Context: an optimization exercise on an open-source flow, tuned for small area. The choices shown serve that exercise and are no tape-out recipe. Function was checked by simulation only, so behaviour that the tests miss may differ from the original. The clock port is modelled as an ideal driver; clocking choices that lean on that would not hold on a real chip. Power is estimated from default activity; no workload was simulated.

<file path="run.sh">
#!/bin/bash
# synth_recipe.tcl (not shown) runs the flow's synth.tcl, then flattens the netlist and writes it again
# the make line also repeats each setting of config.mk as NAME=value (left out here)
make -C /OpenROAD-flow-scripts/flow DESIGN_CONFIG=/design/flow/config.mk WORK_HOME=/design/flow/orfs CLKGATE_MAP_FILE= SYNTH_SCRIPT=/design/flow/synth_recipe.tcl finish
</file>
<file path="config.mk">
export PLATFORM = sky130hd
export DESIGN_NAME = spi_ram
export DESIGN_NICKNAME = spi_ram
export VERILOG_FILES = /design/flow/design.v
export SDC_FILE = /design/flow/constraint.sdc
export NUM_CORES = 4
export LEC_CHECK = 0
export CAP_MARGIN = 0
export CORE_MARGIN = 2
export CORE_UTILIZATION = 60
export CTS_BUF_LIST = sky130_fd_sc_hd__clkbuf_8
export CTS_CLUSTER_DIAMETER = 60
export CTS_CLUSTER_SIZE = 18
export SLEW_MARGIN = 0
</file>
<file path="constraint.sdc">
create_clock -name core_clock -period 10.0 [get_ports {clk}]
set_input_delay 2.0000 -clock core_clock [delete_from_list [all_inputs] [get_ports {clk}]]
set_output_delay 2.0000 -clock core_clock [all_outputs]
set_load 0.01 [all_outputs]
</file>
<file path="design.v">
module spi_slave(clk, rst_n, ss_n, mosi, miso, we, wdata, rgrp, rdata);
input clk, rst_n, ss_n, mosi;
output miso;
output [15:0] we;
output [7:0] wdata;
output [15:0] rgrp;
input [7:0] rdata;
reg [4:0] cnt;         
reg [3:0] ph;          
reg wpend;             
reg m1;                
reg ta, tw;            
reg [7:0] addr;        
reg [7:0] wa, wd;      
reg [7:0] rb;          
wire typ = (cnt == 5'd3);                      
wire body = (cnt >= 5'd4) & (cnt <= 5'd11);    
wire write = (cnt == 5'd11) & tw;
wire commit = wpend & (ph == wa[3:0]);
wire shift_out = (cnt >= 5'd15) & (cnt <= 5'd21);
wire bypass = commit & (wa[7:4] == addr[7:4]);
always @(posedge clk or negedge rst_n)
  if (~rst_n) begin
    cnt <= 5'd0;
    ph <= 4'd0;
    wpend <= 1'b0;
  end else begin
    ph <= ph + 4'd1;
    if (ss_n)
      cnt <= 5'd0;
    else if (cnt != 5'd31)
      cnt <= cnt + 5'd1;
    if (write)
      wpend <= 1'b1;
    else if (commit)
      wpend <= 1'b0;
  end
always @(posedge clk) begin
  m1 <= mosi;
  if (typ) begin
    ta <= ~mosi;
    tw <= mosi & ~m1;
  end
  if (body & ta)
    addr <= {addr[6:0], mosi};
  if (body & tw)
    wd <= {wd[6:0], mosi};
  if (write)
    wa <= addr;
  if (shift_out)
    rb <= {rb[6:0], 1'b0};
  else if (ph == addr[3:0])
    rb <= bypass ? wd : rdata;
end
assign miso = rb[7];
assign wdata = wd;
assign rgrp = 16'd1 << addr[7:4];
assign we = commit ? (16'd1 << wa[7:4]) : 16'd0;
endmodule
module ram(clk, we, wdata, rgrp, rdata);
input clk;
input [15:0] we;       
input [7:0] wdata;
input [15:0] rgrp;     
output [7:0] rdata;    
wire [127:0] sel;
genvar g;
generate
  for (g = 0; g < 16; g = g + 1) begin : grp
    reg [127:0] r;     
    always @(posedge clk)
      r <= {r[119:0], we[g] ? wdata : r[127:120]};
    assign sel[8*g+7:8*g] = rgrp[g] ? r[127:120] : 8'd0;
  end
endgenerate
assign rdata = sel[7:0] | sel[15:8] | sel[23:16] | sel[31:24]
             | sel[39:32] | sel[47:40] | sel[55:48] | sel[63:56]
             | sel[71:64] | sel[79:72] | sel[87:80] | sel[95:88]
             | sel[103:96] | sel[111:104] | sel[119:112] | sel[127:120];
endmodule
module spi_ram(clk,rst_n,ss_n,mosi,miso);
input clk,rst_n,ss_n,mosi;
output miso;
wire [15:0] we;
wire [7:0] wdata, rdata;
wire [15:0] rgrp;
ram r(clk,we,wdata,rgrp,rdata);
spi_slave s(clk,rst_n,ss_n,mosi,miso,we,wdata,rgrp,rdata);
endmodule
</file>
==> results.cfg, run 1 <==
[timing]
slew_headroom_pct = 16.6
fin_crit_sh_pct = 36.7
rsz0062_at_grt = no
tightest_slew_ns = 1.24
slew_violations = 0
period_minus_slack_ns = 3.67
hold_violations = 0
fmax_mhz = 272
finalSetupTns_ns = 0
setup_viol = 0
finalClockSkew_ns = 0.0333

[worst_setup_path]
crit_path_max_fanout = 1
worst_ep_arrival_time_ns = 1.67
critPathCaptureType = output pin
cp-start-kind = register
reg2regPathDepth = 8
regToRegSetupSlack_ns = 6.56
path_buf_inv = 1
path_cells = clkdlybuf4s50_1
cpMaxStageDelayCell = clkdlybuf4s50_1
criticalPathCategory = reg -> out
cp_data_required_time_ns = 8.00
max_stage_delay_ns = 0.53
r2r_start = s.cnt[0]
cp_top_family = buffers and inverters
r2r_end = s.rb[7]

[cts]
cts_hold_buf = 0
post-cts-setup-buffers = 0
cts_sinks = 2093
cts_made_buffers = 136
cts.clk_slew.worst_paths_ns = 0.11
cts_buffer_depth = 3
cts_tree = done
cts_resized = 0
cts-root-buf = clkbuf_8
cts.htree.levels = 4
clock_latency_ns = 0.81

[cells_and_area]
mostFrequentLayoutCells = dfxtp_1 (2050), clkbuf_8 (140), mux2_2 (137)
area_growth_syn_to_layout_pct = 7.38
final_common_cell = dfxtp_1
fin_nets = 2648
n_fill_cell = 5362
drive_gt1_share_pct = 12.2
utilization_pct = 64.9

[worst_hold_path]
hold_path.class = reg -> reg
worstHoldEndpoint = r.grp[5].r[121]
min_from = r.grp[5].r[113]
whs_path_depth = 0

[yosys]
syn_nets = 2528
synth-seq-area-share_pct = 92.2
synth_seq_cells = 2093
syn_avg_cell_area_um2 = 18.2
async_reset_ff_share_pct = 0.478
synth_edf_count = 33
syn_area_um2 = 45800
yosysWarnings = 2
ys_types = 65
synth_cells = 2518
yosys_most_used_dff = dfxtp_1

[routing]
avgRoutedWirePerCell_um = 17.6
drc = 0
viasPerCell = 4.60
drt_first_pass_iters = 5
ant_nets = 0
drt_iter0_drc = 762
dr_total_vias = 16800
routed_wl_mm = 64.1

[global_route]
grt_overflow_total = 0
grt_usage_pct = 16.7
grt_antenna_before_repair = 7
grt_max_degree = 49
grt_pass1_wl_mm = 96.1
grt_pass1_vias = 16400

[pwr]
p_leak_nw = 19.5
finalPower_mw = 12.0
max-vdd-ir-drop_mv = 0.179
pwr_density_cell_nw_per_um2 = 244

[placement]
gp_congestion = 0.883
dp_hpwl_mm = 40.3
io_buffers = 4

[floorplan]
rows = 101
dieWidth_um = 280
coreArea_um2 = 75800
dieArea_um2 = 78600
die_y_um = 280
start_util_pct = 60.4
io_pins = 5

[outcome]
status = complete, no violations

[flow_run]
max-cap-violations = 0
-- cell families (layout without fill, tap and decap cells) --
kind of cell               Yosys count  after routing  synth area share (%)
xor gates and xnor gates            17             17                 0.325
other                                0              2                     0
adders and majority gates            6              6                 0.164
AOI/OAI and AO/OA                   91             91                  1.52
muxes                              157            157                  3.91
buffers and inverters               45            194                 0.382
and+or+nand+nor                    109            109                  1.44
DFF                               2093           2093                  92.2
-- report_power, final --
group / leakage (nW) / total, mW / internal (mW) / switching, mW
Sequential: 16.9 / 8.36 / 8.35 / 0.00704
Clock: 1.13 / 3.64 / 1.33 / 2.31
Combinational: 1.43 / 0.0244 / 0.00850 / 0.0159
Total: 19.5 / 12.0 / 9.69 / 2.34
-- how the worst max path moves through the flow --
stage,to,depth (start not counted),startpoint,slack [ns]
finish,miso,1,s.rb[7],6.33
global route,miso,1,s.rb[7],6.22
CTS,miso,1,s.rb[7],6.23
detailed placement,s.rb[7],8,s.cnt[0],6.78
global placement,s.rb[7],8,s.cnt[0],6.84
floorplan,miso,0,s.rb[7],7.61
-- cells in the mapped netlist (6+ instances only) --
cell | n | area [µm²]
dfxtp_1 | 2050 | 41000
mux2_2 | 137 | 1540
edfxtp_1 | 33 | 991
clkbuf_1 | 22 | 82.6
nor2_1 | 18 | 67.6
mux2i_1 | 16 | 160
nand2_1 | 16 | 60.1
o21ai_0 | 14 | 70.1
inv_1 | 13 | 48.8
a22oi_1 | 10 | 75.1
dfrtp_1 | 10 | 250
xor2_1 | 10 | 87.6
nor2_2 | 9 | 56.3
nand2b_1 | 8 | 50.1
nand3_1 | 8 | 40.0
nor2b_1 | 7 | 43.8
xnor2_1 | 7 | 61.3
a221oi_1 | 6 | 52.6
and2_1 | 6 | 37.5
ha_1 | 6 | 75.1
nor3b_1 | 6 | 45.0
-- through the flow --
| step | setup slack (ns) | area, µm² | hold WS, ns | cells |
|---|---|---|---|---|
| after CTS | 6.23 | 49200 | 0.303 | 3645 |
| after detailed placement | 6.78 | 47000 | 0.312 | 3478 |
| after global routing | 6.22 | 49200 | 0.312 | 3646 |
| after floorplan | 7.61 | 45800 | 0.310 | 2518 |
| final | 6.33 | 49200 | 0.310 | 3647 |
| after global placement | 6.84 | 47000 | 0.309 | 3478 |
-- per-layer routing --
metal / vias to the layer above / wire, µm / GRT usage, %
met5: - / 0 / 0
met2: 289 / 27400 / 24.6
met3: 140 / 2420 / 3.46
li1: 8279 / - / -
met4: 0 / 2160 / 7.43
met1: 8079 / 32100 / 24.1
-- final cells by class --
class | instances | area [µm²] | share of cell area (%)
Clock buffer | 140 | 1930 | 3.91
Tap cell | 978 | 1220 | 2.49
Multi-Input combinational cell | 380 | 3380 | 6.86
Antenna cell | 2 | 5.00 | 0.0102
Inverter | 13 | 48.8 | 0.0991
Sequential cell | 2093 | 42300 | 85.9
Clock inverter | 27 | 240 | 0.488
Timing Repair Buffer | 14 | 115 | 0.234
-- registers in the layout, summed over array words and instances, names as in the netlist --
| signal | count |
|---|---|
| r.grp.r | 2048 |
| s.addr | 8 |
| s.rb | 8 |
| s.wa | 8 |
| s.wd | 8 |
| s.cnt | 5 |
| s.ph | 4 |
| s.m1 | 1 |
| s.ta | 1 |
| s.tw | 1 |
| s.wpend | 1 |
==> run 2: changes to the inputs <==
--- a/config.mk
+++ b/config.mk
@@ -8,7 +8,8 @@
 export CAP_MARGIN = 0
 export CORE_MARGIN = 2
-export CORE_UTILIZATION = 60
+export CORE_UTILIZATION = 50
 export CTS_BUF_LIST = sky130_fd_sc_hd__clkbuf_8
 export CTS_CLUSTER_DIAMETER = 60
 export CTS_CLUSTER_SIZE = 18
+export PLACE_DENSITY = 0.7
 export SLEW_MARGIN = 0
==> results.cfg, run 2 <==
[yosys]
async_reset_ff_share_pct = 0.478
synth_top_family_by_area = multiplexers
yosysMostFrequentCell = dfxtp_1
synth_edf_count = 33
synth-seq-area-share_pct = 92.2
yosysWarnings = 2
yosys_most_used_dff = dfxtp_1
syn_nets = 2528
ys_types = 65
synth-xor-area-share_pct = 0.325
synth_common_cells = dfxtp_1 (2050), mux2_2 (137), edfxtp_1 (33)
synth_seq_cells = 2093
synthMuxAreaShare_pct = 3.91
synth_cells = 2518
yosysTopAreaCell = dfxtp_1
synth.area.top_cells = dfxtp_1 (90%), mux2_2 (3.4%), edfxtp_1 (2.2%)
synthSimpleGateAreaFrac_pct = 1.44
synth-compound-area-share_pct = 1.52
synthAdderAreaFrac_pct = 0.164
syn_area_um2 = 45800
syn_avg_cell_area_um2 = 18.2
synth_top_cell_area_share_pct = 89.5

[cts]
post-cts-setup-buffers = 0
cts_made_buffers = 136
cts-root-buf = clkbuf_8
clock_latency_ns = 0.82
cts_sinks = 2093
cts_hold_buf = 0
cts_buffer_depth = 3
cts.htree.levels = 4
cts_resized = 0
cts.clk_slew.worst_paths_ns = 0.11
cts_tree = done

[worst_setup_path]
path_cells = clkdlybuf4s50_1
criticalPathCategory = reg -> out
cpMaxStageDelayCell = clkdlybuf4s50_1
reg2regPathDepth = 6
cp_data_required_time_ns = 8.00
path_buf_inv = 1
crit_path_max_fanout = 1
regToRegSetupSlack_ns = 6.93
worst_ep_arrival_time_ns = 1.91
critPathCaptureType = output pin
cp-start-kind = register
r2r_start = s.cnt[1]
r2r_end = s.rb[1]
cp_top_family = buffers and inverters
max_stage_delay_ns = 0.60

[flow_run]
max-cap-violations = 0

[floorplan]
coreArea_um2 = 91200
io_pins = 5
rows = 111
start_util_pct = 50.2
dieWidth_um = 307
dieArea_um2 = 94100
die_y_um = 307

[global_route]
grt_antenna_before_repair = 7
grt_pass1_wl_mm = 98.5
grt_pass1_vias = 17400
grt_max_degree = 47
grt_usage_pct = 14.0
grt_overflow_total = 0

[cells_and_area]
final_common_cell = dfxtp_1
n_fill_cell = 6850
area_growth_syn_to_layout_pct = 7.79
fin_area_um2 = 49400
regMostFlops = r.grp.r
drive_gt1_share_pct = 11.9
multi_input_area_um2 = 3380
stdcell_count = 3847
mostFrequentLayoutCells = dfxtp_1 (2050), clkbuf_8 (140), mux2_2 (137)
fin_nets = 2643
largest_reg_flops = 2048
utilization_pct = 54.1
seq_area_um2 = 42300

[pwr]
seqPwrFrac_pct = 69.7
p_leak_nw = 19.5
power.share.switching_pct = 19.4
max-vdd-ir-drop_mv = 0.102
combinationalPowerShare_pct = 0.2
pwr_density_cell_nw_per_um2 = 243
internal_power_mw = 9.66
clock_power_share_pct = 30.1
p_sw_mw = 2.33
finalPower_mw = 12.0

[timing]
tightest_slew_ns = 1.12
setup_viol = 0
rsz0062_at_grt = no
finalSetupTns_ns = 0
hold_violations = 0
finalClockSkew_ns = 0.0383
period_minus_slack_ns = 3.91
timing.final.ws_setup_ns = 6.09
slew_violations = 0
fin_crit_sh_pct = 39.1
slew_headroom_pct = 25.1
fmax_mhz = 256
hold_slack_ns = 0.304

[routing]
routed_wl_mm = 64.3
avgRoutedWirePerCell_um = 16.7
drt_iter0_drc = 1047
ant_nets = 0
drt_first_pass_iters = 8
dr_total_vias = 17000
viasPerCell = 4.42
drc = 0

[worst_hold_path]
min_from = r.grp[11].r[69]
whs_path_depth = 0
hold_path.class = reg -> reg
worstHoldEndpoint = r.grp[11].r[77]

[outcome]
status = complete, no violations

[placement]
gp_congestion = 0.913
dpl-instance-area_um2 = 47300
dp_hpwl_mm = 40.2
io_buffers = 4
dp_slack_ns = 6.93
dp.cells = 3681
run 2: logic make-up after synthesis:
group / count (synthesis)
AOI/OAI and AO/OA: 91
adders and majority gates: 6
muxes: 157
xor gates and xnor gates: 17
DFF: 2093
buffers and inverters: 45
and+or+nand+nor: 109
run 2: cell type report:
cell class / count / share of cell area [%]
inverters: 13 / 0.0988
well taps: 1186 / 3.00
multi-input cells: 380 / 6.84
diodes: 1 / 0.00507
flip-flops and latches: 2093 / 85.6
clock inverters: 25 / 0.418
repair buffers: 9 / 0.157
clock buffers: 140 / 3.90
run 2: worst max path at each step:
stage / startpoint / to / cells past startpoint
2_1_floorplan: s.rb[7] / miso / 0
3_3_place_gp: s.rb[7] / miso / 1
3_5_place_dp: s.cnt[1] / s.rb[1] / 6
4_1_cts: s.rb[7] / miso / 1
5_1_grt: s.rb[7] / miso / 1
6_report: s.rb[7] / miso / 1
run 2: routing by layer:
layer | track usage [%] | share of wire, % | wire [µm] | vias up
met5 | 0 | 0 | 0 | -
met4 | 6.32 | 3.3 | 2110 | 0
met3 | 3.14 | 4.9 | 3180 | 154
met2 | 21.0 | 43 | 27600 | 423
met1 | 19.5 | 49 | 31400 | 8155
li1 | - | - | - | 8271
run 2: power by group through the flow:
stage	logic [mW]	registers (mW)	clock network, mW
after detailed placement	0.0215	8.56	0
after CTS	0.0216	8.36	3.74
after global placement	0.0206	8.56	0
after floorplan	0.0161	8.55	0
after global routing	0.0239	8.37	4.05
final	0.0218	8.36	3.61
==> run 3: changes to the inputs <==
--- a/config.mk
+++ b/config.mk
@@ -6,10 +6,9 @@
 export NUM_CORES = 4
 export LEC_CHECK = 0
-export CAP_MARGIN = 0
+export CAP_MARGIN = 40
 export CORE_MARGIN = 2
-export CORE_UTILIZATION = 50
+export CORE_UTILIZATION = 60
 export CTS_BUF_LIST = sky130_fd_sc_hd__clkbuf_8
 export CTS_CLUSTER_DIAMETER = 60
 export CTS_CLUSTER_SIZE = 18
-export PLACE_DENSITY = 0.7
-export SLEW_MARGIN = 0
+export SLEW_MARGIN = 40
==> results.cfg, run 3 <==
[timing]
finalSetupTns_ns = 0
finalClockSkew_ns = 0.0270
timing.final.ws_setup_ns = 6.34
fmax_mhz = 273
rsz0062_at_grt = no
slew_violations = 0
hold_slack_ns = 0.320
fin_crit_sh_pct = 36.6
tightest_slew_ns = 0.822
setup_viol = 0
slew_headroom_pct = 45.1
hold_violations = 0
period_minus_slack_ns = 3.66

[pwr]
p_leak_nw = 19.5
max-vdd-ir-drop_mv = 0.165
pwr_density_cell_nw_per_um2 = 244

[yosys]
yosysWarnings = 2
syn_nets = 2528
synth_cells = 2518
synth_common_cells = dfxtp_1 (2050), mux2_2 (137), edfxtp_1 (33)
async_reset_ff_share_pct = 0.478
yosysMostFrequentCell = dfxtp_1
yosysTopAreaCell = dfxtp_1
syn_area_um2 = 45800
synth-seq-area-share_pct = 92.2
synth.area.top_cells = dfxtp_1 (90%), mux2_2 (3.4%), edfxtp_1 (2.2%)
syn_avg_cell_area_um2 = 18.2
yosys_most_used_dff = dfxtp_1
ys_types = 65
synth_seq_cells = 2093
synth_top_cell_area_share_pct = 89.5
synth_edf_count = 33

[routing]
routed_wl_mm = 64.3
drc = 0
drt_iter0_drc = 957
drt_first_pass_iters = 6
viasPerCell = 4.61
dr_total_vias = 16800
ant_nets = 0
avgRoutedWirePerCell_um = 17.6

[floorplan]
die_y_um = 280
coreArea_um2 = 75800
dieWidth_um = 280
io_pins = 5
rows = 101
dieArea_um2 = 78600
start_util_pct = 60.4

[cells_and_area]
final_common_cell = dfxtp_1
fin_area_um2 = 49300
drive_gt1_share_pct = 12.3
mostFrequentLayoutCells = dfxtp_1 (2050), clkbuf_8 (144), mux2_2 (137)
fin_nets = 2651
area_growth_syn_to_layout_pct = 7.52
largest_reg_flops = 2048
regMostFlops = r.grp.r

[cts]
cts_hold_buf = 0
cts_resized = 0
cts.clk_slew.worst_paths_ns = 0.10
cts_tree = done
clock_latency_ns = 0.79
cts.htree.levels = 4
cts_sinks = 2093
cts-root-buf = clkbuf_8
post-cts-setup-buffers = 0
cts_buffer_depth = 3
cts_made_buffers = 136

[worst_setup_path]
worst_ep_arrival_time_ns = 1.66
criticalPathCategory = reg -> out
path_cells = clkdlybuf4s50_1
critPathCaptureType = output pin
path_buf_inv = 1
cp_data_required_time_ns = 8.00
cp_top_family = buffers and inverters
cp-start-kind = register
crit_path_max_fanout = 1
cpMaxStageDelayCell = clkdlybuf4s50_1
max_stage_delay_ns = 0.54

[global_route]
grt_overflow_total = 0
grt_antenna_before_repair = 3
grt_pass1_vias = 16400
grt_max_degree = 49
grt_pass1_wl_mm = 96.5
grt_usage_pct = 16.8

[worst_hold_path]
hold_path.class = reg -> reg

[placement]
dpl-instance-area_um2 = 47100
dp_hpwl_mm = 40.5
dp_slack_ns = 7.12
gp_congestion = 0.883
io_buffers = 4

[outcome]
status = complete, no violations

[flow_run]
max-cap-violations = 0
run 3: cell counts after synthesis:
No cell type changed its count.
run 3: final cells by class:
type,instances,area (µm²)
sequential,2093,42300
multi-input combinational,380,3410
clock inverter,22,174
tap,978,1220
inverter,13,48.8
clock buffer,144,1980
timing repair buffer,17,153
antenna,5,12.5
fill,5322,26500
run 3: worst paths after layout:
kind                       cells past startpoint  slack, ns              to      startpoint
max                                            1       6.34            miso         s.rb[7]
min                                            0       0.32  r.grp[6].r[97]  r.grp[6].r[89]
max reg2reg                                    8       7.06         s.rb[7]        s.cnt[0]
min reg2reg                                    0       0.32  r.grp[6].r[97]  r.grp[6].r[89]
max in group asynchronous                      1       8.13         s.ph[2]           rst_n
min in group asynchronous                      1       1.53        s.cnt[3]           rst_n
run 3: stage by stage:
stage	std cells	util [%]	power, mW
after global routing	3648	65.0	12.5
after global placement	3478	62.0	8.58
after floorplan	2518	-	8.57
after detailed placement	3481	62.1	8.58
final	3652	65.0	12.0
after CTS	3647	65.0	12.2
run 3: logic make-up (layout without fill, tap and decap cells):
family | count (synthesis) | after routing | synth area share [%]
AOI/OAI and AO/OA | 91 | 91 | 1.52
xor gates and xnor gates | 17 | 17 | 0.325
adders and majority gates | 6 | 6 | 0.164
buffers and inverters | 45 | 196 | 0.382
DFF | 2093 | 2093 | 92.2
muxes | 157 | 157 | 3.91
other | 0 | 5 | 0
and+or+nand+nor | 109 | 109 | 1.44
run 3: layer usage:
metal  GRT usage (%)  vias to the layer above  share of wire [%]
met2            24.7                      306                 42
met3            3.77                      147                4.2
li1                -                     8285                  -
met4            6.61                        0                3.1
met5               0                        -                  0
met1            24.3                     8102                 50
run 3: report_power, final:
| group | leakage, nW | switching [mW] | total, mW | internal, mW |
|---|---|---|---|---|
| clock | 1.15 | 2.29 | 3.64 | 1.35 |
| sequential | 16.9 | 0.00601 | 8.36 | 8.35 |
| combinational | 1.46 | 0.0172 | 0.0262 | 0.00901 |
==> run 4: changes to the inputs <==
--- a/config.mk
+++ b/config.mk
@@ -8,7 +8,7 @@
 export CAP_MARGIN = 40
 export CORE_MARGIN = 2
-export CORE_UTILIZATION = 60
-export CTS_BUF_LIST = sky130_fd_sc_hd__clkbuf_8
-export CTS_CLUSTER_DIAMETER = 60
-export CTS_CLUSTER_SIZE = 18
+export CORE_UTILIZATION = 75
+export CTS_BUF_LIST = sky130_fd_sc_hd__clkbuf_16
+export CTS_CLUSTER_DIAMETER = 40
+export CTS_CLUSTER_SIZE = 40
 export SLEW_MARGIN = 40
==> results.cfg, run 4 <==
[placement]
dp_hpwl_mm = 41.8
dp.cells = 3283
gp_congestion = 0.834
io_buffers = 4
dp_slack_ns = 7.10

[cts]
cts.clk_slew.worst_paths_ns = 0.09
cts_buffer_depth = 3
clock_latency_ns = 0.74
cts_hold_buf = 0
cts_resized = 0
cts-root-buf = clkbuf_16
cts.htree.levels = 4
post-cts-setup-buffers = 0
cts_tree = done
cts_sinks = 2093
cts_made_buffers = 142

[yosys]
syn_area_um2 = 45800
synth_common_cells = dfxtp_1 (2050), mux2_2 (137), edfxtp_1 (33)
syn_nets = 2528
synth_cells = 2518
yosysWarnings = 2
ys_types = 65
async_reset_ff_share_pct = 0.478
synth.area.top_cells = dfxtp_1 (90%), mux2_2 (3.4%), edfxtp_1 (2.2%)
yosys_most_used_dff = dfxtp_1
yosysTopAreaCell = dfxtp_1
syn_avg_cell_area_um2 = 18.2
synth_seq_cells = 2093
synth-seq-area-share_pct = 92.2
yosysMostFrequentCell = dfxtp_1
synth_edf_count = 33
synth_top_cell_area_share_pct = 89.5

[floorplan]
start_util_pct = 75.9
coreArea_um2 = 60400
dieWidth_um = 251
die_y_um = 251
rows = 90
dieArea_um2 = 63100
io_pins = 5

[cells_and_area]
largest_reg_flops = 2048
area_growth_syn_to_layout_pct = 13.6
fin_nets = 2657
n_fill_cell = 2130
mostFrequentLayoutCells = dfxtp_1 (2050), clkbuf_16 (152), mux2_2 (137)
final_common_cell = dfxtp_1
stdcell_count = 3549
drive_gt1_share_pct = 14.9
regMostFlops = r.grp.r

[worst_setup_path]
critPathCaptureType = output pin
critPathLaunch = s.rb[7]
cpMaxStageDelayCell = clkdlybuf4s50_1
path_buf_inv = 1
cp-start-kind = register
regToRegSetupSlack_ns = 6.99
cp_top_family = buffers and inverters
cp.depth = 1
cp_data_required_time_ns = 8.00
criticalPathCategory = reg -> out
worst_ep_arrival_time_ns = 1.60
max_stage_delay_ns = 0.54
r2r_start = s.addr[6]
reg2regPathDepth = 6
path_cells = clkdlybuf4s50_1
crit_path_end = miso
r2r_end = s.rb[7]
crit_path_max_fanout = 1

[routing]
routed_wl_mm = 88.1
drc = 0
avgRoutedWirePerCell_um = 24.8
drt_iter0_drc = 1586
ant_nets = 0
viasPerCell = 5.20
dr_total_vias = 18500
drt_first_pass_iters = 8

[pwr]
p_leak_nw = 20.9
max-vdd-ir-drop_mv = 0.187
pwr_density_cell_nw_per_um2 = 284

[timing]
finalSetupTns_ns = 0
tightest_slew_ns = 0.908
setup_viol = 0
slew_headroom_pct = 39.4
fin_crit_sh_pct = 36.0
rsz0062_at_grt = no
finalClockSkew_ns = 0.0367
slew_violations = 0
period_minus_slack_ns = 3.60
fmax_mhz = 278
timing.final.ws_setup_ns = 6.40
hold_violations = 0

[global_route]
grt_overflow_total = 0
grt_antenna_before_repair = 7
grt_usage_pct = 28.5
grt_max_degree = 54
grt_pass1_vias = 20400
grt_pass1_wl_mm = 129

[outcome]
status = complete, no violations

[worst_hold_path]
hold_path.class = reg -> reg
whs_path_depth = 0

[flow_run]
max-cap-violations = 0
-- run 4: cell types whose count changed in the layout (fill, tap and decap cells not counted), moves of 7 or more --
cell	change
inv_6	+12
inv_8	+7
clkinv_8	+10
clkbuf_8	-144
clkinv_2	+10
clkbuf_16	+152
bufinv_16	+19
clkinvlp_4	+12
clkinv_1	+12
-- run 4: worst min-delay path by stage --
stage | to | startpoint | slack, ns
2_1_floorplan | r.grp[0].r[100] | r.grp[0].r[92] | 0.31
6_report | r.grp[13].r[37] | r.grp[13].r[29] | 0.30
3_3_place_gp | r.grp[9].r[28] | r.grp[9].r[20] | 0.31
3_5_place_dp | r.grp[10].r[124] | r.grp[10].r[116] | 0.31
4_1_cts | r.grp[13].r[37] | r.grp[13].r[29] | 0.31
5_1_grt | r.grp[7].r[22] | r.grp[7].r[14] | 0.30
-- run 4: metrics by stage --
stage	utilization [%]	hold WS, ns	power, mW	instance area [µm²]
global placement	77.5	0.309	8.58	46800
CTS	86.2	0.307	14.9	52000
global route	86.2	0.304	15.1	52000
detailed placement	77.6	0.312	8.58	46900
floorplan	-	0.310	8.57	45800
finish	86.2	0.305	14.8	52100
-- run 4: routing by layer --
| layer | up-vias | part of all wire (%) | track usage, % | wire length, µm |
|---|---|---|---|---|
| met4 | 4 | 5.1 | 15.0 | 4490 |
| li1 | 8417 | - | - | - |
| met5 | - | 0.027 | 0 | 24 |
| met2 | 709 | 48 | 47.0 | 42500 |
| met1 | 9073 | 42 | 36.3 | 36600 |
| met3 | 257 | 5.2 | 5.40 | 4570 |
-- run 4: report_power, final --
| part | internal, mW | switching (mW) | leakage [nW] |
|---|---|---|---|
| logic | 0.00963 | 0.0209 | 1.47 |
| registers | 8.35 | 0.00597 | 16.9 |
| clock network | 3.38 | 3.02 | 2.51 |
| total | 11.7 | 3.04 | 20.9 |
-- run 4: kinds of logic after synthesis --
| kind of cell | synth area share (%) |
|---|---|
| flip-flops | 92.2 |
| multiplexers | 3.91 |
| AND/OR/NAND/NOR | 1.44 |
| AO/OA/AOI/OAI | 1.52 |
| buffers and inverters | 0.382 |
| XOR/XNOR | 0.325 |
| adder cells (fa/ha/maj) | 0.164 |
-- run 4: cell type report --
type / instances / area [µm²] / share of cell area [%]
sequential: 2093 / 42300 / 81.2
clock buffer: 152 / 3800 / 7.31
multi-input combinational: 380 / 3410 / 6.54
clock inverter: 109 / 1350 / 2.60
tap: 782 / 978 / 1.88
timing repair buffer: 17 / 179 / 0.344
inverter: 13 / 48.8 / 0.0937
antenna: 3 / 7.51 / 0.0144
==> run 5: changes to the inputs <==
--- a/config.mk
+++ b/config.mk
@@ -8,7 +8,7 @@
 export CAP_MARGIN = 40
 export CORE_MARGIN = 2
-export CORE_UTILIZATION = 75
+export CORE_UTILIZATION = 60
 export CTS_BUF_LIST = sky130_fd_sc_hd__clkbuf_16
-export CTS_CLUSTER_DIAMETER = 40
-export CTS_CLUSTER_SIZE = 40
+export CTS_CLUSTER_DIAMETER = 80
+export CTS_CLUSTER_SIZE = 32
 export SLEW_MARGIN = 40
==> results.cfg, run 5 <==
[cells_and_area]
regMostFlops = r.grp.r
n_fill_cell = 5295
multi_input_area_um2 = 3410
mostFrequentLayoutCells = dfxtp_1 (2050), mux2_2 (137), clkbuf_16 (78)
area_growth_syn_to_layout_pct = 7.29
fin_area_um2 = 49200
seq_area_um2 = 42300
drive_gt1_share_pct = 9.79
fin_nets = 2590
largest_reg_flops = 2048
stdcell_count = 3575
final_common_cell = dfxtp_1

[worst_setup_path]
critPathCaptureType = output pin
worst_ep_arrival_time_ns = 1.54
path_cells = clkdlybuf4s50_1
cpMaxStageDelayCell = clkdlybuf4s50_1
max_stage_delay_ns = 0.54
cp_data_required_time_ns = 8.00
cp-start-kind = register
crit_path_max_fanout = 1
criticalPathCategory = reg -> out
cp_top_family = buffers and inverters
path_buf_inv = 1

[placement]
dp_hpwl_mm = 40.5
gp_congestion = 0.883
dpl-instance-area_um2 = 47100
io_buffers = 4
dp.cells = 3481

[global_route]
grt_max_degree = 49
grt_usage_pct = 16.4
grt_antenna_before_repair = 2
grt_pass1_wl_mm = 94.8
grt_overflow_total = 0
grt_pass1_vias = 15700

[timing]
tightest_slew_ns = 0.818
period_minus_slack_ns = 3.54
finalSetupTns_ns = 0
fin_crit_sh_pct = 35.4
setup_viol = 0
finalClockSkew_ns = 0.0226
fmax_mhz = 283
rsz0062_at_grt = no
slew_violations = 0
slew_headroom_pct = 45.4
hold_violations = 0

[yosys]
syn_nets = 2528
async_reset_ff_share_pct = 0.478
yosysMostFrequentCell = dfxtp_1
synth_common_cells = dfxtp_1 (2050), mux2_2 (137), edfxtp_1 (33)
synth_seq_cells = 2093
synth-seq-area-share_pct = 92.2
synth_edf_count = 33
yosysWarnings = 2
yosysTopAreaCell = dfxtp_1
yosys_most_used_dff = dfxtp_1
synth.area.top_cells = dfxtp_1 (90%), mux2_2 (3.4%), edfxtp_1 (2.2%)
synth_cells = 2518
synth_top_cell_area_share_pct = 89.5
ys_types = 65
syn_avg_cell_area_um2 = 18.2
syn_area_um2 = 45800

[cts]
cts-root-buf = clkbuf_16
cts.htree.levels = 3
cts.clk_slew.worst_paths_ns = 0.11
post-cts-setup-buffers = 0
cts_resized = 0
clock_latency_ns = 0.66
cts_hold_buf = 0
cts_tree = done
cts_buffer_depth = 3
cts_sinks = 2093
cts_made_buffers = 75

[outcome]
status = complete, no violations

[routing]
drt_first_pass_iters = 5
ant_nets = 0
dr_total_vias = 16400
avgRoutedWirePerCell_um = 17.8
routed_wl_mm = 63.6
drc = 0
viasPerCell = 4.58
drt_iter0_drc = 1053

[floorplan]
dieArea_um2 = 78600
dieWidth_um = 280
die_y_um = 280
start_util_pct = 60.4
io_pins = 5
coreArea_um2 = 75800
rows = 101

[pwr]
pwr_density_cell_nw_per_um2 = 245
p_leak_nw = 19.4
finalPower_mw = 12.1
max-vdd-ir-drop_mv = 0.191

[flow_run]
max-cap-violations = 0

[worst_hold_path]
hold_path.class = reg -> reg
==> run 5: final cells by class <==
cell class	count	share of cell area (%)
diodes	2	0.0102
repair buffers	17	0.310
inverters	13	0.0992
multi-input cells	380	6.93
clock inverters	14	0.219
clock buffers	78	3.97
flip-flops and latches	2093	86.0
well taps	978	2.49
==> run 5: cells by family after synthesis <==
logic type      Yosys count  share of synthesized area [%]
simple gates            109                           1.44
flops                  2093                           92.2
xor+xnor                 17                          0.325
fa+ha+maj                 6                          0.164
mux                     157                           3.91
buf+inv                  45                          0.382
compound gates           91                           1.52
==> run 5: final timing paths <==
path	startpoint	endpoint	cells past startpoint	slack (ns)
min reg2reg	r.grp[0].r[40]	r.grp[0].r[48]	0	0.31
min in group asynchronous	rst_n	s.ph[0]	1	1.67
min	r.grp[0].r[40]	r.grp[0].r[48]	0	0.31
max	s.rb[7]	miso	1	6.46
max in group asynchronous	rst_n	s.cnt[1]	1	7.99
max reg2reg	s.cnt[0]	s.rb[7]	8	7.07
==> run 5: power breakdown <==
| group | internal, mW | total [mW] | switching (mW) |
|---|---|---|---|
| clock network | 1.44 | 3.67 | 2.24 |
| registers | 8.36 | 8.36 | 0.00605 |
| logic | 0.00902 | 0.0262 | 0.0172 |
==> run 5: per-stage QoR <==
stage	worst slack (ns)	hold slack [ns]	utilization (%)
after floorplan	7.61	0.310	-
after global placement	6.84	0.309	62.0
after detailed placement	7.12	0.312	62.1
after CTS	6.41	0.318	64.8
after global routing	6.37	0.317	64.8
final	6.46	0.315	64.9
==> run 5: layer usage <==
layer	global-route usage, %	wire length [µm]	part of all wire [%]
met4	4.70	1610	2.5
met2	24.7	27200	43
met3	2.81	2180	3.4
met5	0	0	0
met1	24.5	32700	51
==> run 6: changes to the inputs <==
--- a/design.v
+++ b/design.v
@@ -1,6 +1,6 @@
-module spi_slave(clk, rst_n, ss_n, mosi, miso, we, wdata, rgrp, rdata);
+module spi_slave(clk, rst_n, ss_n, mosi, miso, we, nwe, wdata, rgrp, rdata);
 input clk, rst_n, ss_n, mosi;
 output miso;
-output [15:0] we;
+output [15:0] we, nwe;
 output [7:0] wdata;
 output [15:0] rgrp;
@@ -57,8 +57,10 @@
 assign rgrp = 16'd1 << addr[7:4];
 assign we = commit ? (16'd1 << wa[7:4]) : 16'd0;
+assign nwe = ~we;
 endmodule
-module ram(clk, we, wdata, rgrp, rdata);
+module ram(clk, we, nwe, wdata, rgrp, rdata);
 input clk;
 input [15:0] we;       
+input [15:0] nwe;      
 input [7:0] wdata;
 input [15:0] rgrp;     
@@ -70,5 +72,5 @@
     reg [127:0] r;     
     always @(posedge clk)
-      r <= {r[119:0], we[g] ? wdata : r[127:120]};
+      r <= {r[119:0], {8{we[g]}} & wdata | {8{nwe[g]}} & r[127:120]};
     assign sel[8*g+7:8*g] = rgrp[g] ? r[127:120] : 8'd0;
   end
@@ -82,8 +84,8 @@
 input clk,rst_n,ss_n,mosi;
 output miso;
-wire [15:0] we;
+wire [15:0] we, nwe;
 wire [7:0] wdata, rdata;
 wire [15:0] rgrp;
-ram r(clk,we,wdata,rgrp,rdata);
-spi_slave s(clk,rst_n,ss_n,mosi,miso,we,wdata,rgrp,rdata);
+ram r(clk,we,nwe,wdata,rgrp,rdata);
+spi_slave s(clk,rst_n,ss_n,mosi,miso,we,nwe,wdata,rgrp,rdata);
 endmodule
--- a/config.mk
+++ b/config.mk
@@ -8,7 +8,8 @@
 export CAP_MARGIN = 40
 export CORE_MARGIN = 2
-export CORE_UTILIZATION = 60
+export CORE_UTILIZATION = 80
 export CTS_BUF_LIST = sky130_fd_sc_hd__clkbuf_16
 export CTS_CLUSTER_DIAMETER = 80
-export CTS_CLUSTER_SIZE = 32
+export CTS_CLUSTER_SIZE = 36
 export SLEW_MARGIN = 40
+export SYNTH_HIERARCHICAL = 1
==> results.cfg, run 6 <==
[cts]
cts-root-buf = clkbuf_16
post-cts-setup-buffers = 0
cts.htree.levels = 3
cts_sinks = 2093
cts_resized = 0
cts_made_buffers = 68
cts_hold_buf = 0
cts_buffer_depth = 3

[floorplan]
dieWidth_um = 242
die_y_um = 242
rows = 87
io_pins = 5
start_util_pct = 80.7

[yosys]
syn_avg_cell_area_um2 = 17.9
synth_top_cell_area_share_pct = 90.3
syn_area_um2 = 45400
synth-seq-area-share_pct = 93.1
ys_types = 45
synth_common_cells = dfxtp_1 (2050), a22o_1 (160), clkbuf_1 (41)
yosysWarnings = 8
async_reset_ff_share_pct = 0.478
synth_edf_count = 33
yosys_most_used_dff = dfxtp_1
synth_cells = 2533
yosysMostFrequentCell = dfxtp_1
syn_nets = 2543
synth_seq_cells = 2093
yosysTopAreaCell = dfxtp_1
synth.area.top_cells = dfxtp_1 (90%), a22o_1 (3.1%), edfxtp_1 (2.2%)

[outcome]
stop_stage = 4_1_cts
status = did not finish
error_line = [ERROR DPL-0033] detailed placement checks failed during check placement.

[placement]
io_buffers = 4
dp_slack_ns = 6.89
dp_hpwl_mm = 45.9
gp_congestion = 0.863
## run 6: cell count changes after synthesis, moves of 9 or more
cell | before | now
a22o_1 | 5 | 160
mux2_2 | 137 | 0
a221oi_1 | 6 | 32
clkbuf_1 | 22 | 41
nand4_1 | 2 | 19
mux2i_1 | 16 | 1
o21ai_0 | 14 | 0
buf_1 | 5 | 18
nand2_1 | 16 | 5
a22oi_1 | 10 | 0
nor2_1 | 18 | 28
buf_2 | 5 | 14
nor2_2 | 9 | 0
or2_1 | 0 | 9
## run 6: per-module statistics from Yosys, one instance, submodules excluded, a selection
module     copies in the design  area, µm²  flip-flops and latches
spi_slave                     1       2400                      45
ram                           1      43000                    2048
## run 6: worst max path at each step
stage               startpoint       to  cells after the start
global placement     s.addr[5]  s.rb[7]                      6
detailed placement   s.addr[7]  s.rb[7]                      7
floorplan              s.rb[7]     miso                      0
## run 6: power groups by stage
stage	Combinational [mW]	Clock (mW)	Sequential [mW]
global placement	0.0178	0	8.55
detailed placement	0.0210	0	8.55
floorplan	0.0126	0	8.55
## run 6: cell families after synthesis
family / Yosys count / share of synthesized area (%)
and+or+nand+nor: 105 / 1.34
DFF: 2093 / 93.1
buffers and inverters: 88 / 0.859
AOI/OAI and AO/OA: 223 / 4.21
muxes: 1 / 0.0220
adders and majority gates: 6 / 0.165
xor gates and xnor gates: 17 / 0.328
## run 6: stage by stage
step / hold slack [ns] / std cells / util, % / cell area, µm²
after detailed placement: 0.312 / 3223 / 82.1 / 46200
after global placement: 0.310 / 3221 / 81.9 / 46100
after floorplan: 0.310 / 2533 / - / 45400
==> run 7: changes to the inputs <==
--- a/config.mk
+++ b/config.mk
@@ -8,8 +8,8 @@
 export CAP_MARGIN = 40
 export CORE_MARGIN = 2
-export CORE_UTILIZATION = 80
+export CORE_UTILIZATION = 60
 export CTS_BUF_LIST = sky130_fd_sc_hd__clkbuf_16
 export CTS_CLUSTER_DIAMETER = 80
-export CTS_CLUSTER_SIZE = 36
+export CTS_CLUSTER_SIZE = 32
 export SLEW_MARGIN = 40
 export SYNTH_HIERARCHICAL = 1
==> results.cfg, run 7 <==
[cells_and_area]
largest_reg_flops = 2048
regMostFlops = r.grp.r
n_fill_cell = 5199
area_growth_syn_to_layout_pct = 7.06
drive_gt1_share_pct = 4.52
fin_nets = 2559
mostFrequentLayoutCells = dfxtp_1 (2050), a22o_1 (160), clkbuf_16 (79)
utilization_pct = 65.1
final_common_cell = dfxtp_1

[timing]
timing.final.ws_setup_ns = 6.49
finalSetupTns_ns = 0
slew_violations = 0
slew_headroom_pct = 42.8
rsz0062_at_grt = no
hold_violations = 0
finalClockSkew_ns = 0.0368
fmax_mhz = 285
period_minus_slack_ns = 3.51
tightest_slew_ns = 0.851
fin_crit_sh_pct = 35.1
setup_viol = 0

[cts]
cts_hold_buf = 0
cts-root-buf = clkbuf_16
cts_tree = done
cts_sinks = 2093
cts_made_buffers = 76
clock_latency_ns = 0.67
cts.htree.levels = 3
cts_buffer_depth = 3
post-cts-setup-buffers = 0
cts_resized = 0
cts.clk_slew.worst_paths_ns = 0.11

[routing]
drt_first_pass_iters = 5
avgRoutedWirePerCell_um = 17.5
dr_total_vias = 16500
ant_nets = 0
drc = 0
viasPerCell = 4.66
drt_iter0_drc = 997
routed_wl_mm = 61.9

[yosys]
synth.area.top_cells = dfxtp_1 (90%), a22o_1 (3.1%), edfxtp_1 (2.2%)
yosysWarnings = 8
yosysMostFrequentCell = dfxtp_1
yosysTopAreaCell = dfxtp_1
yosys_most_used_dff = dfxtp_1
syn_nets = 2543
ys_types = 45
synth_edf_count = 33
synth_seq_cells = 2093
synth_cells = 2533
async_reset_ff_share_pct = 0.478
synth_top_cell_area_share_pct = 90.3
syn_avg_cell_area_um2 = 17.9
syn_area_um2 = 45400
synth_common_cells = dfxtp_1 (2050), a22o_1 (160), clkbuf_1 (41)
synth-seq-area-share_pct = 93.1

[worst_setup_path]
crit_path_max_fanout = 1
r2r_end = s.rb[7]
max_stage_delay_ns = 0.53
critPathLaunch = s.rb[7]
reg2regPathDepth = 7
cpMaxStageDelayCell = clkdlybuf4s50_1
cp_top_family = buffers and inverters
path_buf_inv = 1
cp-start-kind = register
criticalPathCategory = reg -> out
critPathCaptureType = output pin
worst_ep_arrival_time_ns = 1.51
path_cells = clkdlybuf4s50_1
regToRegSetupSlack_ns = 7.07
cp_data_required_time_ns = 8.00
r2r_start = s.addr[4]

[outcome]
status = complete, no violations

[global_route]
grt_max_degree = 34
grt_overflow_total = 0
grt_usage_pct = 15.9
grt_pass1_wl_mm = 92.2
grt_pass1_vias = 15700
grt_antenna_before_repair = 4

[worst_hold_path]
min_from = r.grp[0].r[45]
worstHoldEndpoint = r.grp[0].r[53]
whs_path_depth = 0
hold_path.class = reg -> reg

[placement]
dp_hpwl_mm = 39.2
io_buffers = 4
dp_slack_ns = 7.09
gp_congestion = 0.785

[floorplan]
start_util_pct = 60.8
dieWidth_um = 279
die_y_um = 279
dieArea_um2 = 77900
rows = 100
io_pins = 5
coreArea_um2 = 74700

[pwr]
pwr_density_cell_nw_per_um2 = 248
p_leak_nw = 19.0
max-vdd-ir-drop_mv = 0.162

[flow_run]
max-cap-violations = 0
[run 7: cell counts after synthesis]
Identical to the previous run, type by type.
[run 7: worst max path at each step]
stage               endpoint  slack, ns  cells past startpoint
floorplan               miso       7.61                      0
global placement     s.rb[7]       6.42                      6
detailed placement      s.tw       7.09                      3
CTS                     miso       6.44                      1
global route            miso       6.42                      1
finish                  miso       6.49                      1
[run 7: logic make-up (layout without fill, tap and decap cells)]
| family | count (synthesis) | after routing | synth area share (%) |
|---|---|---|---|
| simple gates | 105 | 105 | 1.34 |
| buf+inv | 88 | 123 | 0.859 |
| fa+ha+maj | 6 | 6 | 0.165 |
| xor+xnor | 17 | 17 | 0.328 |
| flops | 2093 | 2093 | 93.1 |
| other cells | 0 | 2 | 0 |
| compound gates | 223 | 223 | 4.21 |
| mux | 1 | 1 | 0.0220 |
[run 7: modules after synthesis, one instance, submodules excluded, a selection]
module	flip-flops and latches	cell area (µm²)	cells
ram	2048	43000	2312
spi_slave	45	2400	221
[run 7: worst register-to-register path, cell delays in order, from the launching register on]
cell and delay (ns):
edfxtp_1 0.63, nand2_1 0.21, nor2_1 0.63, a22o_1 0.26
a221oi_1 0.09, nand4_1 0.17, o31ai_1 0.09, a311oi_2 0.57
[run 7: layout make-up]
type	count	area (µm²)	share of cell area (%)
Clock buffer	79	1980	4.07
Multi-Input combinational cell	352	2840	5.84
Clock inverter	18	149	0.306
Antenna cell	2	5.00	0.0103
Sequential cell	2093	42300	86.9
Timing Repair Buffer	17	135	0.278
Tap cell	969	1210	2.49
Inverter	9	33.8	0.0695
[run 7: per-stage QoR]
step / instances / hold slack [ns] / instance area, µm² / total power [mW]
2_1_floorplan: 2533 / 0.310 / 45400 / 8.56
3_3_place_gp: 3439 / 0.309 / 46400 / 8.57
3_5_place_dp: 3440 / 0.312 / 46500 / 8.57
4_1_cts: 3537 / 0.301 / 48600 / 12.2
5_1_grt: 3537 / 0.307 / 48600 / 12.5
6_report: 3539 / 0.306 / 48600 / 12.1
[run 7: layer usage]
layer | share of wire (%) | up-vias | global-route usage, %
met5 | 0 | - | 0
met4 | 3.0 | 0 | 5.73
met3 | 3.8 | 132 | 3.07
met2 | 40 | 296 | 22.3
met1 | 53 | 7858 | 24.7
li1 | - | 8217 | -
[run 7: where the power goes]
part	leakage, nW	internal, mW	switching (mW)
Clock	1.08	1.46	2.24
Sequential	16.9	8.35	0.00521
Combinational	0.985	0.00562	0.0148
==> run 8: changes to the inputs <==
==> flow/run.sh (new file) <==
#!/bin/bash
# The standard layout, with two changes to clock tree synthesis: the sinks are
# clustered under clkbuf_8 leaf buffers without dummy loads, and afterwards
# post_cts.tcl upsizes every clock buffer whose sinks see a slow clock edge.
set -euo pipefail
here=$(pwd)
export CTS_ARGS="-sink_clustering_enable -repair_clock_nets -sink_clustering_size ${CTS_SIZE:-24} -sink_clustering_max_diameter ${CTS_DIAM:-70} -buf_list sky130_fd_sc_hd__clkbuf_8 -dont_use_dummy_load"
export POST_CTS_TCL="$here/flow/post_cts.tcl"
export CLK_SLEW_TARGET="${CLK_SLEW_TARGET:-0.100}"
bash standard.sh > "$here/standard.log" 2>&1
==> flow/post_cts.tcl (new file) <==
# Upsize clock buffers whose flip-flop clock pins see a slew above
# CLK_SLEW_TARGET (ns, placement-estimated parasitics), then legalize.
set thr $::env(CLK_SLEW_TARGET)
set up [dict create \
  sky130_fd_sc_hd__clkbuf_1 sky130_fd_sc_hd__clkbuf_2 \
  sky130_fd_sc_hd__clkbuf_2 sky130_fd_sc_hd__clkbuf_4 \
  sky130_fd_sc_hd__clkbuf_4 sky130_fd_sc_hd__clkbuf_8 \
  sky130_fd_sc_hd__clkbuf_8 sky130_fd_sc_hd__clkbuf_16]
for {set it 0} {$it < 4} {incr it} {
  estimate_parasitics -placement
  set drv [dict create]
  set worst 0
  foreach pin [get_pins -hierarchical */CLK] {
    set s [get_property $pin slew_max]
    if {$s > $worst} { set worst $s }
    if {$s > $thr} {
      foreach d [get_pins -of_objects [get_nets -of_objects $pin] -filter "direction==output"] {
        dict set drv [get_full_name [get_cells -of_objects $d]] 1
      }
    }
  }
  set n 0
  foreach inst [dict keys $drv] {
    set master [get_property [get_cells $inst] ref_name]
    if {[dict exists $up $master]} {
      replace_cell $inst [dict get $up $master]
      incr n
    }
  }
  puts "post_cts: pass $it worst clock pin slew $worst, upsized $n buffers"
  if {$n == 0} { break }
}
detailed_placement
check_placement -verbose
estimate_parasitics -placement
==> standard.sh (new file) <==
#!/bin/bash
# synth_recipe.tcl (not shown) runs the flow's synth.tcl, then flattens the netlist and writes it again
# the make line also repeats each setting of config.mk as NAME=value (left out here)
make -C /OpenROAD-flow-scripts/flow DESIGN_CONFIG=/design/flow/config.mk WORK_HOME=/design/flow/orfs CLKGATE_MAP_FILE= SYNTH_SCRIPT=/design/flow/synth_recipe.tcl "${@:-finish}"
removed: run.sh
==> results.cfg, run 8 <==
[routing]
drt_iter0_drc = 1027
ant_nets = 0
viasPerCell = 4.69
drt_first_pass_iters = 4
routed_wl_mm = 62.2
drc = 0
dr_total_vias = 16600
avgRoutedWirePerCell_um = 17.6

[global_route]
grt_overflow_total = 0
grt_antenna_before_repair = 4
grt_max_degree = 25
grt_usage_pct = 16.1
grt_pass1_vias = 15800
grt_pass1_wl_mm = 92.9

[cells_and_area]
regMostFlops = r.grp.r
n_fill_cell = 5178
drive_gt1_share_pct = 4.95
stdcell_count = 3541
fin_nets = 2580
largest_reg_flops = 2048
area_growth_syn_to_layout_pct = 7.49
mostFrequentLayoutCells = dfxtp_1 (2050), a22o_1 (160), clkbuf_16 (87)
final_common_cell = dfxtp_1

[worst_setup_path]
cp-start-kind = register
path_cells = clkdlybuf4s50_1
cp_data_required_time_ns = 8.00
crit_path_max_fanout = 1
path_buf_inv = 1
regToRegSetupSlack_ns = 7.05
cp_top_family = buffers and inverters
worst_ep_arrival_time_ns = 1.61
criticalPathCategory = reg -> out
cpMaxStageDelayCell = clkdlybuf4s50_1
max_stage_delay_ns = 0.53
critPathCaptureType = output pin

[yosys]
synth_seq_cells = 2093
syn_area_um2 = 45400
yosysMostFrequentCell = dfxtp_1
synth_top_cell_area_share_pct = 90.3
syn_avg_cell_area_um2 = 17.9
synth_edf_count = 33
ys_types = 45
synth-seq-area-share_pct = 93.1
yosysTopAreaCell = dfxtp_1
yosys_most_used_dff = dfxtp_1
synth_common_cells = dfxtp_1 (2050), a22o_1 (160), clkbuf_1 (41)
async_reset_ff_share_pct = 0.478
yosysWarnings = 8
synth_cells = 2533
synth.area.top_cells = dfxtp_1 (90%), a22o_1 (3.1%), edfxtp_1 (2.2%)
syn_nets = 2543

[timing]
hold_violations = 0
period_minus_slack_ns = 3.61
setup_viol = 0
rsz0062_at_grt = no
finalClockSkew_ns = 0.0833
fin_crit_sh_pct = 36.1
fmax_mhz = 277
hold_slack_ns = 0.258
slew_violations = 0
slew_headroom_pct = 39.6
finalSetupTns_ns = 0
tightest_slew_ns = 0.898

[pwr]
pwr_density_cell_nw_per_um2 = 250
seqPwrFrac_pct = 68.3
p_sw_mw = 2.25
finalPower_mw = 12.2
power.share.switching_pct = 18.4
clock_power_share_pct = 31.5
combinationalPowerShare_pct = 0.2
p_leak_nw = 19.1
internal_power_mw = 9.98
max-vdd-ir-drop_mv = 0.184

[floorplan]
dieWidth_um = 279
dieArea_um2 = 77900
coreArea_um2 = 74700
die_y_um = 279
start_util_pct = 60.8
io_pins = 5
rows = 100

[placement]
dp.cells = 3440
io_buffers = 4
gp_congestion = 0.785
dp_hpwl_mm = 39.2

[outcome]
status = complete, no violations

[flow_run]
max-cap-violations = 0

[worst_hold_path]
hold_path.class = reg -> reg

[cts]
cts.clk_slew.worst_paths_ns = 0.09
clock_latency_ns = 0.78
cts_tree = done
cts_sinks = 2093
-- run 8: cell types whose count changed in the layout (fill, tap and decap cells not counted), sizes merged --
| cell | change |
|---|---|
| diode | +2 |
| clkinv | -4 |
| inv | -14 |
| clkbuf | +18 |
-- run 8: worst paths after layout --
check	from	end	cells after the start
min in group asynchronous	rst_n	s.cnt[3]	1
worst min-delay path	r.grp[6].r[23]	r.grp[6].r[31]	0
max in group asynchronous	rst_n	s.wpend	1
worst max register to register	s.cnt[0]	s.rb[4]	7
worst min register to register	r.grp[6].r[23]	r.grp[6].r[31]	0
worst max-delay path	s.rb[7]	miso	1
-- run 8: Yosys stat by module (local to each module, per instance), a selection --
| module | flops+latches | cells | cell area, µm² |
|---|---|---|---|
| spi_slave | 45 | 221 | 2400 |
| ram | 2048 | 2312 | 43000 |
-- run 8: cells by family (layout without fill, tap and decap cells) --
kind of cell	Yosys count	in the layout	synth area share [%]
AO/OA/AOI/OAI	223	223	4.21
XOR/XNOR	17	17	0.328
adder cells (fa/ha/maj)	6	6	0.165
buffers and inverters	88	123	0.859
flip-flops	2093	2093	93.1
multiplexers	1	1	0.0220
other	0	4	0
AND/OR/NAND/NOR	105	105	1.34
-- run 8: area by class of cell --
type	count	area [µm²]	share of cell area [%]
Sequential cell	2093	42300	86.6
Clock buffer	97	2310	4.74
Tap cell	969	1210	2.48
Timing Repair Buffer	17	135	0.277
Antenna cell	4	10.0	0.0205
Multi-Input combinational cell	352	2840	5.81
Inverter	9	33.8	0.0692
-- run 8: metrics by stage --
stage                     setup slack, ns  cell area (µm²)  util [%]
after floorplan                      7.61            45400         -
after global placement               6.42            46400      62.1
after detailed placement             7.09            46500      62.2
after global routing                 6.28            48800      65.4
final                                6.39            48800      65.4
-- run 8: metal layers --
metal | share of wire [%] | global-route usage, %
met5 | 0 | 0
met2 | 40 | 22.4
met4 | 3.2 | 6.08
met3 | 4.5 | 3.40
met1 | 52 | 24.6
-- run 8: power by group through the flow --
stage               Clock (mW)  Sequential (mW)  Combinational, mW
floorplan                    0             8.55             0.0126
global placement             0             8.55             0.0195
detailed placement           0             8.55             0.0204
global route              4.27             8.36             0.0221
finish                    3.85             8.35             0.0205
==> run 9: changes to the inputs <==
--- a/flow/run.sh
+++ b/flow/run.sh
@@ -7,4 +7,4 @@
 export CTS_ARGS="-sink_clustering_enable -repair_clock_nets -sink_clustering_size ${CTS_SIZE:-24} -sink_clustering_max_diameter ${CTS_DIAM:-70} -buf_list sky130_fd_sc_hd__clkbuf_8 -dont_use_dummy_load"
 export POST_CTS_TCL="$here/flow/post_cts.tcl"
-export CLK_SLEW_TARGET="${CLK_SLEW_TARGET:-0.100}"
+export CLK_SLEW_TARGET="${CLK_SLEW_TARGET:-0.112}"
 bash standard.sh > "$here/standard.log" 2>&1
--- a/flow/post_cts.tcl
+++ b/flow/post_cts.tcl
@@ -20,4 +20,12 @@
     }
   }
+  if {$it == 0} {
+    set hist [dict create]
+    foreach pin [get_pins -hierarchical */CLK] {
+      set b [expr {int([get_property $pin slew_max] * 100) * 10}]
+      dict incr hist $b
+    }
+    puts "post_cts: clock pin slew histogram (ps bucket: pins) [lsort -stride 2 -integer $hist]"
+  }
   set n 0
   foreach inst [dict keys $drv] {
==> results.cfg, run 9 <==
[timing]
finalClockSkew_ns = 0.0812
setup_viol = 0
hold_violations = 0
tightest_slew_ns = 0.882
slew_violations = 0
fin_crit_sh_pct = 36.1
timing.final.ws_setup_ns = 6.39
finalSetupTns_ns = 0
rsz0062_at_grt = no
fmax_mhz = 277
period_minus_slack_ns = 3.61
slew_headroom_pct = 40.7

[worst_setup_path]
cp_data_required_time_ns = 8.00
r2r_start = s.cnt[0]
regToRegSetupSlack_ns = 6.98
cp-start-kind = register
criticalPathCategory = reg -> out
cp_top_family = buffers and inverters
crit_path_max_fanout = 1
worst_ep_arrival_time_ns = 1.61
critPathCaptureType = output pin
max_stage_delay_ns = 0.53
path_buf_inv = 1
reg2regPathDepth = 7
cpMaxStageDelayCell = clkdlybuf4s50_1
path_cells = clkdlybuf4s50_1
r2r_end = s.rb[4]

[placement]
dp.cells = 3440
dp_hpwl_mm = 39.2
gp_congestion = 0.785
io_buffers = 4
dpl-instance-area_um2 = 46500
dp_slack_ns = 7.09

[yosys]
synth-xor-area-share_pct = 0.328
synth-seq-area-share_pct = 93.1
synth.area.top_cells = dfxtp_1 (90%), a22o_1 (3.1%), edfxtp_1 (2.2%)
ys_types = 45
synth_edf_count = 33
synth_common_cells = dfxtp_1 (2050), a22o_1 (160), clkbuf_1 (41)
synth_top_cell_area_share_pct = 90.3
syn_avg_cell_area_um2 = 17.9
synthSimpleGateAreaFrac_pct = 1.34
synthAdderAreaFrac_pct = 0.165
syn_nets = 2543
synth_cells = 2533
yosysWarnings = 8
async_reset_ff_share_pct = 0.478
yosysMostFrequentCell = dfxtp_1
syn_area_um2 = 45400
yosys_most_used_dff = dfxtp_1
synth_top_family_by_area = compound AO/OA/AOI/OAI gates
synth_seq_cells = 2093
synth-compound-area-share_pct = 4.21
synthMuxAreaShare_pct = 0.0220
yosysTopAreaCell = dfxtp_1

[routing]
dr_total_vias = 16700
drt_first_pass_iters = 5
drt_iter0_drc = 1024
drc = 0
routed_wl_mm = 62.2
viasPerCell = 4.71
ant_nets = 0
avgRoutedWirePerCell_um = 17.6

[cts]
cts.clk_slew.worst_paths_ns = 0.09
cts_tree = done
cts_sinks = 2093
clock_latency_ns = 0.78

[cells_and_area]
regMostFlops = r.grp.r
fin_nets = 2580
fin_area_um2 = 48800
area_growth_syn_to_layout_pct = 7.45
largest_reg_flops = 2048
n_fill_cell = 5178
mostFrequentLayoutCells = dfxtp_1 (2050), a22o_1 (160), clkbuf_16 (86)
stdcell_count = 3539
final_common_cell = dfxtp_1
drive_gt1_share_pct = 4.95
utilization_pct = 65.3

[pwr]
p_leak_nw = 19.1
pwr_density_cell_nw_per_um2 = 250
max-vdd-ir-drop_mv = 0.184

[worst_hold_path]
hold_path.class = reg -> reg
whs_path_depth = 0
worstHoldEndpoint = r.grp[6].r[31]
min_from = r.grp[6].r[23]

[global_route]
grt_overflow_total = 0
grt_max_degree = 25
grt_pass1_vias = 15800
grt_pass1_wl_mm = 92.9
grt_usage_pct = 16.1
grt_antenna_before_repair = 4

[floorplan]
start_util_pct = 60.8
die_y_um = 279
rows = 100
dieArea_um2 = 77900
io_pins = 5
dieWidth_um = 279
coreArea_um2 = 74700

[flow_run]
max-cap-violations = 0

[outcome]
status = complete, no violations
run 9: changes by cell type in the layout (fill, tap and decap cells not counted), sizes merged:
cell	before	now
diode	4	2
run 9: per-module statistics from Yosys, one instance, submodules excluded, a selection:
module	cells inside	flops+latches	cell area, µm²	times used
spi_slave	221	45	2400	1
ram	2312	2048	43000	1
run 9: report_power, final:
group	internal (mW)	switching [mW]	total (mW)
registers	8.35	0.00522	8.35
clock network	1.62	2.23	3.84
logic	0.00562	0.0149	0.0205
total	9.97	2.25	12.2
run 9: worst max path at each step:
stage	start	end	slack, ns	depth (start not counted)
3_5_place_dp	mosi	s.tw	7.09	3
5_1_grt	s.rb[7]	miso	6.28	1
3_3_place_gp	s.addr[4]	s.rb[7]	6.42	6
6_report	s.rb[7]	miso	6.39	1
2_1_floorplan	s.rb[7]	miso	7.61	0
run 9: final cells by class:
class	instances	area (µm²)	share of cell area, %
multi-input combinational	352	2840	5.82
timing repair buffer	17	135	0.277
sequential	2093	42300	86.6
inverter	9	33.8	0.0692
tap	969	1210	2.48
antenna	2	5.00	0.0103
clock buffer	97	2300	4.72
run 9: kinds of logic after synthesis:
group | count (synthesis)
xor+xnor | 17
fa+ha+maj | 6
mux | 1
simple gates | 105
compound gates | 223
flops | 2093
buf+inv | 88
run 9: metal layers:
layer	part of all wire [%]	vias to the layer above	wire (µm)	global-route usage, %
li1	-	8253	-	-
met4	3.2	0	2000	6.08
met3	4.6	126	2850	3.40
met2	40	336	25000	22.4
met1	52	7937	32400	24.6
met5	0	-	0	0
run 9: stage by stage:
step	hold WS, ns	power [mW]
2_1_floorplan	0.310	8.56
3_3_place_gp	0.309	8.57
3_5_place_dp	0.312	8.57
5_1_grt	0.240	12.6
6_report	0.257	12.2

-- re-timing with driven ports --
The results above use ideal ports. As a check the final layouts listed here were re-extracted and re-timed, cells and wires unchanged. Step 1, drivers: a clkbuf_16 drives clk and a buf_2 each remaining input, both assumed. Step 2 times the ports against the registers' clock, not the clock port: input delays grow and output delays shrink by t, the midpoint of the rising clock arrivals with the driver on. a / b / c = ideal ports / drivers / drivers and shift; a / b = the first two.
run	t, ns	setup WS [ns]	worst slew at a driven data input, ns
run 1	0.847	6.327 / 6.270 / 6.558	0.05
run 2	0.861	6.087 / 6.022 / 6.882	0.04
run 3	0.833	6.339 / 6.280 / 7.057	0.04
run 4	0.790	6.404 / 6.339 / 6.985	0.08
run 5	0.710	6.463 / 6.399 / 7.067	0.05
run 7	0.708	6.490 / 6.424 / 7.068	0.03
run 8	0.805	6.387 / 6.325 / 7.046	0.03
run 9	0.808	6.385 / 6.324 / 6.981	0.03
After both steps setup and hold are still met in every run listed.
